This design comes from an exercise in tuning for a short achievable clock period and few clock cycles on the open sky130 flow, not from production work.
Only simulation tests tie the RTL to the original design; equivalence was not proved.
Power and IR drop assume default switching activity.

== juniper ==
## RV32I_CPU
module RV32I_CPU (
     input         I_CLK
    ,input         I_RST_N
    ,input  [31:0] I_INSTR
    ,input  [31:0] I_MEM_RD_DATA
    ,output [31:0] O_PC
    ,output        O_MEM_WR
    ,output [ 3:0] O_MEM_WR_STRB
    ,output [31:0] O_MEM_ADDR
    ,output [31:0] O_MEM_WR_DATA
);
    localparam [6:0] OP_LUI   = 7'b0110111;
    localparam [6:0] OP_AUIPC = 7'b0010111;
    localparam [6:0] OP_JAL   = 7'b1101111;
    localparam [6:0] OP_JALR  = 7'b1100111;
    localparam [6:0] OP_BR    = 7'b1100011;
    localparam [6:0] OP_LD    = 7'b0000011;
    localparam [6:0] OP_ST    = 7'b0100011;
    localparam [6:0] OP_IMM   = 7'b0010011;
    localparam [6:0] OP_RR    = 7'b0110011;
    reg  [31:0] r_pc_o;      
    reg  [31:0] r_pc_n;      
    wire [31:0] w_pc_f = ~r_pc_n;
    reg         r_v_x;       
    reg         r_haz_x;     
    reg         r_pred_x;    
    reg  [31:0] r_ir_x;
    reg  [31:0] r_pc_x;
    reg  [31:0] r_rs1_x;     
    reg  [31:0] r_rs2_x;
    reg  [31:0] r_rs1n_x;    
    reg  [31:0] r_rs2n_x;    
    reg  [31:0] r_rd_x;      
    reg         r_lui_x, r_auipc_x, r_jal_x, r_jalr_x, r_br_x, r_ld_x, r_st_x, r_imm_x, r_rr_x;
    reg         r_wb_x;      
    reg         r_sub_x;     
    reg         r_m_wr;      
    reg         r_m_ld;      
    reg  [31:0] r_m_rd;      
    reg  [ 2:0] r_m_f3;
    reg  [31:0] r_m_addr;
    reg  [31:0] r_m_wdata;
    reg  [ 3:0] r_m_strb;
    reg         r_w_ld;      
    reg  [31:0] r_w_rd;      
    reg  [ 2:0] r_w_f3;
    reg  [31:0] r_w_raw;     
    reg         r_fwd1_x;    
    reg         r_fwd2_x;
    wire [2:0] w_f3 = r_ir_x[14:12];
    wire [31:0] w_imm_i = {{20{r_ir_x[31]}}, r_ir_x[31:20]};
    wire [31:0] w_imm_s = {{20{r_ir_x[31]}}, r_ir_x[31:25], r_ir_x[11:7]};
    wire [31:0] w_imm_b = {{19{r_ir_x[31]}}, r_ir_x[31], r_ir_x[7], r_ir_x[30:25], r_ir_x[11:8], 1'b0};
    wire [31:0] w_imm_u = {r_ir_x[31:12], 12'h0};
    wire [31:0] w_imm_j = {{11{r_ir_x[31]}}, r_ir_x[31], r_ir_x[19:12], r_ir_x[20], r_ir_x[30:21], 1'b0};
    wire [31:0] w_rf [1:31];
    reg  [31:0] w_rf_a, w_rf_b;
    integer k;
    always @(*) begin
        w_rf_a = 32'h0;
        w_rf_b = 32'h0;
  ...
For scale: about 9100 cells after synthesis, ~1800 flip-flops, ~170 I/O pins, ~0.096 mm² of cells after synthesis.
clock: 28.0 ns
lec_check: 0
abc_clock_period_in_ps: 5000
cap_margin: 20
cell_pad_in_sites_detail_placement: 1
cell_pad_in_sites_global_placement: 2
core_margin: 2
core_utilization: 35
place_density: 0.5
slew_margin: 20
standard.sh (not shown) runs the stock make flow with config.mk's settings and CLKGATE_MAP_FILE= SYNTH_SCRIPT=/design/flow/synth_recipe.tcl, a recipe that flattens the netlist after the stock synthesis.
==> flow/flow/run.sh <==
#!/bin/bash
# Layout: the standard flow (standard.sh), with two changes to how the
# resizer works; the clock, the constraints and every step stay the same:
#  - timing repair aims at a shorter period than the 28 ns clock the design is
#    laid out and signed off at (a setup slack margin), so that it works on the
#    design's critical paths;
#  - ports are buffered with buf_4 cells rather than the resizer's default pick.
# make's full output goes to make.log here; ORFS's own per-step logs stay
# under orfs/logs/.
set -o pipefail
bash standard.sh SETUP_SLACK_MARGIN=21 TNS_END_PERCENT=100 \
    "BUFFER_PORTS_ARGS=-buffer_cell sky130_fd_sc_hd__buf_4" finish > make.log 2>&1
juniper completed end to end with timing, DRC and antenna clean.
Testbench counts of juniper, summed over its fixed seeds: cycles 83,468.
Inputs modified between juniper and maple:
--- a/flow/design.v
+++ b/flow/design.v
@@ -25,14 +25,12 @@
     reg         r_haz_x;     
     reg         r_pred_x;    
     reg  [31:0] r_ir_x;
     reg  [31:0] r_pc_x;
     reg  [31:0] r_rs1_x;     
     reg  [31:0] r_rs2_x;
-    reg  [31:0] r_rs1n_x;    
-    reg  [31:0] r_rs2n_x;    
     reg  [31:0] r_rd_x;      
     reg         r_lui_x, r_auipc_x, r_jal_x, r_jalr_x, r_br_x, r_ld_x, r_st_x, r_imm_x, r_rr_x;
     reg         r_wb_x;      
     reg         r_sub_x;     
     reg         r_m_wr;      
     reg         r_m_ld;      
@@ -50,23 +48,16 @@
     wire [2:0] w_f3 = r_ir_x[14:12];
     wire [31:0] w_imm_i = {{20{r_ir_x[31]}}, r_ir_x[31:20]};
     wire [31:0] w_imm_s = {{20{r_ir_x[31]}}, r_ir_x[31:25], r_ir_x[11:7]};
     wire [31:0] w_imm_b = {{19{r_ir_x[31]}}, r_ir_x[31], r_ir_x[7], r_ir_x[30:25], r_ir_x[11:8], 1'b0};
     wire [31:0] w_imm_u = {r_ir_x[31:12], 12'h0};
     wire [31:0] w_imm_j = {{11{r_ir_x[31]}}, r_ir_x[31], r_ir_x[19:12], r_ir_x[20], r_ir_x[30:21], 1'b0};
-    wire [31:0] w_rf [1:31];
-    reg  [31:0] w_rf_a, w_rf_b;
-    integer k;
-    always @(*) begin
-        w_rf_a = 32'h0;
-        w_rf_b = 32'h0;
-        for (k = 1; k < 32; k = k + 1) begin
-            w_rf_a = w_rf_a | ({{16{~r_rs1n_x[k]}}, {16{r_rs1_x[k]}}} & w_rf[k]);
-            w_rf_b = w_rf_b | ({{16{~r_rs2n_x[k]}}, {16{r_rs2_x[k]}}} & w_rf[k]);
-        end
-    end
+    wire [31:0] w_rf [0:31];
+    assign w_rf[0] = 32'h0;
+    wire [31:0] w_rf_a = w_rf[r_ir_x[19:15]];
+    wire [31:0] w_rf_b = w_rf[r_ir_x[24:20]];
     wire        w_ld_sext = ~r_w_f3[2];
     wire [31:0] w_ld_data = (r_w_f3[1:0] == 2'd0) ? {{24{w_ld_sext & r_w_raw[ 7]}}, r_w_raw[ 7:0]} :
                             (r_w_f3[1:0] == 2'd1) ? {{16{w_ld_sext & r_w_raw[15]}}, r_w_raw[15:0]} :
                                                     r_w_raw;
     wire [31:0] w_a = r_fwd1_x ? w_ld_data : w_rf_a;
     wire [31:0] w_b = r_fwd2_x ? w_ld_data : w_rf_b;
@@ -230,14 +221,12 @@
         if (!w_hold) begin
             r_ir_x    <= I_INSTR;
             r_pc_x    <= w_pc_f;
             r_pred_x  <= w_bpred;
             r_rs1_x   <= w_frs1_oh;
             r_rs2_x   <= w_frs2_oh;
-            r_rs1n_x  <= ~w_frs1_oh;
-            r_rs2n_x  <= ~w_frs2_oh;
             r_rd_x    <= w_frd_oh;
             r_lui_x   <= f_lui;
             r_auipc_x <= f_auipc;
             r_jal_x   <= f_jal;
             r_jalr_x  <= f_jalr;
             r_br_x    <= f_br;
Results
- maple went all the way through the flow, and no timing, DRC or antenna check failed.
- Relative to juniper, maple degrades first-pass GRT wire length.
- Register area shrinks by a few percent when moving from juniper to maple.
- Looking at fraction of layout instances using a drive strength above 1, maple sits 3.4 points higher than juniper does.
- The total instance count after detailed placement of maple is higher than that of juniper.
- Sort juniper and maple by post-cts sizing count asc -> top: juniper
- Via count grows by more than 10% when moving from juniper to maple.
- Proportion of register bits with asynchronous set or reset after synthesis: juniper and maple compared, lower one is juniper
- Final area for maple: 0.0066 mm² up relative to juniper
- Instance count on the critical path: juniper and maple compared, lower one is juniper
- maple ends up with a total power draw that is about 2.8% higher than in juniper.
- Relative to juniper, the routed wire length measured on maple has increased by a little under 10%.
- Relative to juniper, clock period minus final worst setup slack has increased by 120 ps in maple.
Testbench counts of maple, summed over its fixed seeds: cycles 83,468.

[re-timing with driven ports]
The flow's constraints put no driver on any port. The routed layouts listed below were extracted and timed again, unchanged, in two steps.
Step 1 (the two cells are an assumption about what drives the block):
set clk [get_ports {I_CLK}]
set_driving_cell -lib_cell sky130_fd_sc_hd__clkbuf_16 $clk
set_driving_cell -lib_cell sky130_fd_sc_hd__buf_2 [delete_from_list [all_inputs] $clk]
Step 2 adds t to the input delays and takes it off the output delays; t is the mean of the earliest and latest rising clock arrival at the registers after step 1. Input paths then give back, and output paths get back, about the clock's delay inside the block.
Three values: ideal, step 1, step 2; two values: the first two.
run	t (ns)	slack for setup (ns)	latest minus earliest clock arrival (ns)	slew at the worst register clock pin (ns)	worst slew at a driven data input, ns
juniper	1.004	20.854 / 20.775 / 19.988	0.093 / 0.093	0.08 / 0.08	0.13
maple	1.019	20.731 / 20.731 / 19.919	0.091 / 0.091	0.08 / 0.08	0.20
After both steps setup and hold are still met in every run listed. The setup slack of juniper, which loses most, moves by -0.079 ns with the drivers and by -0.866 ns with both steps.
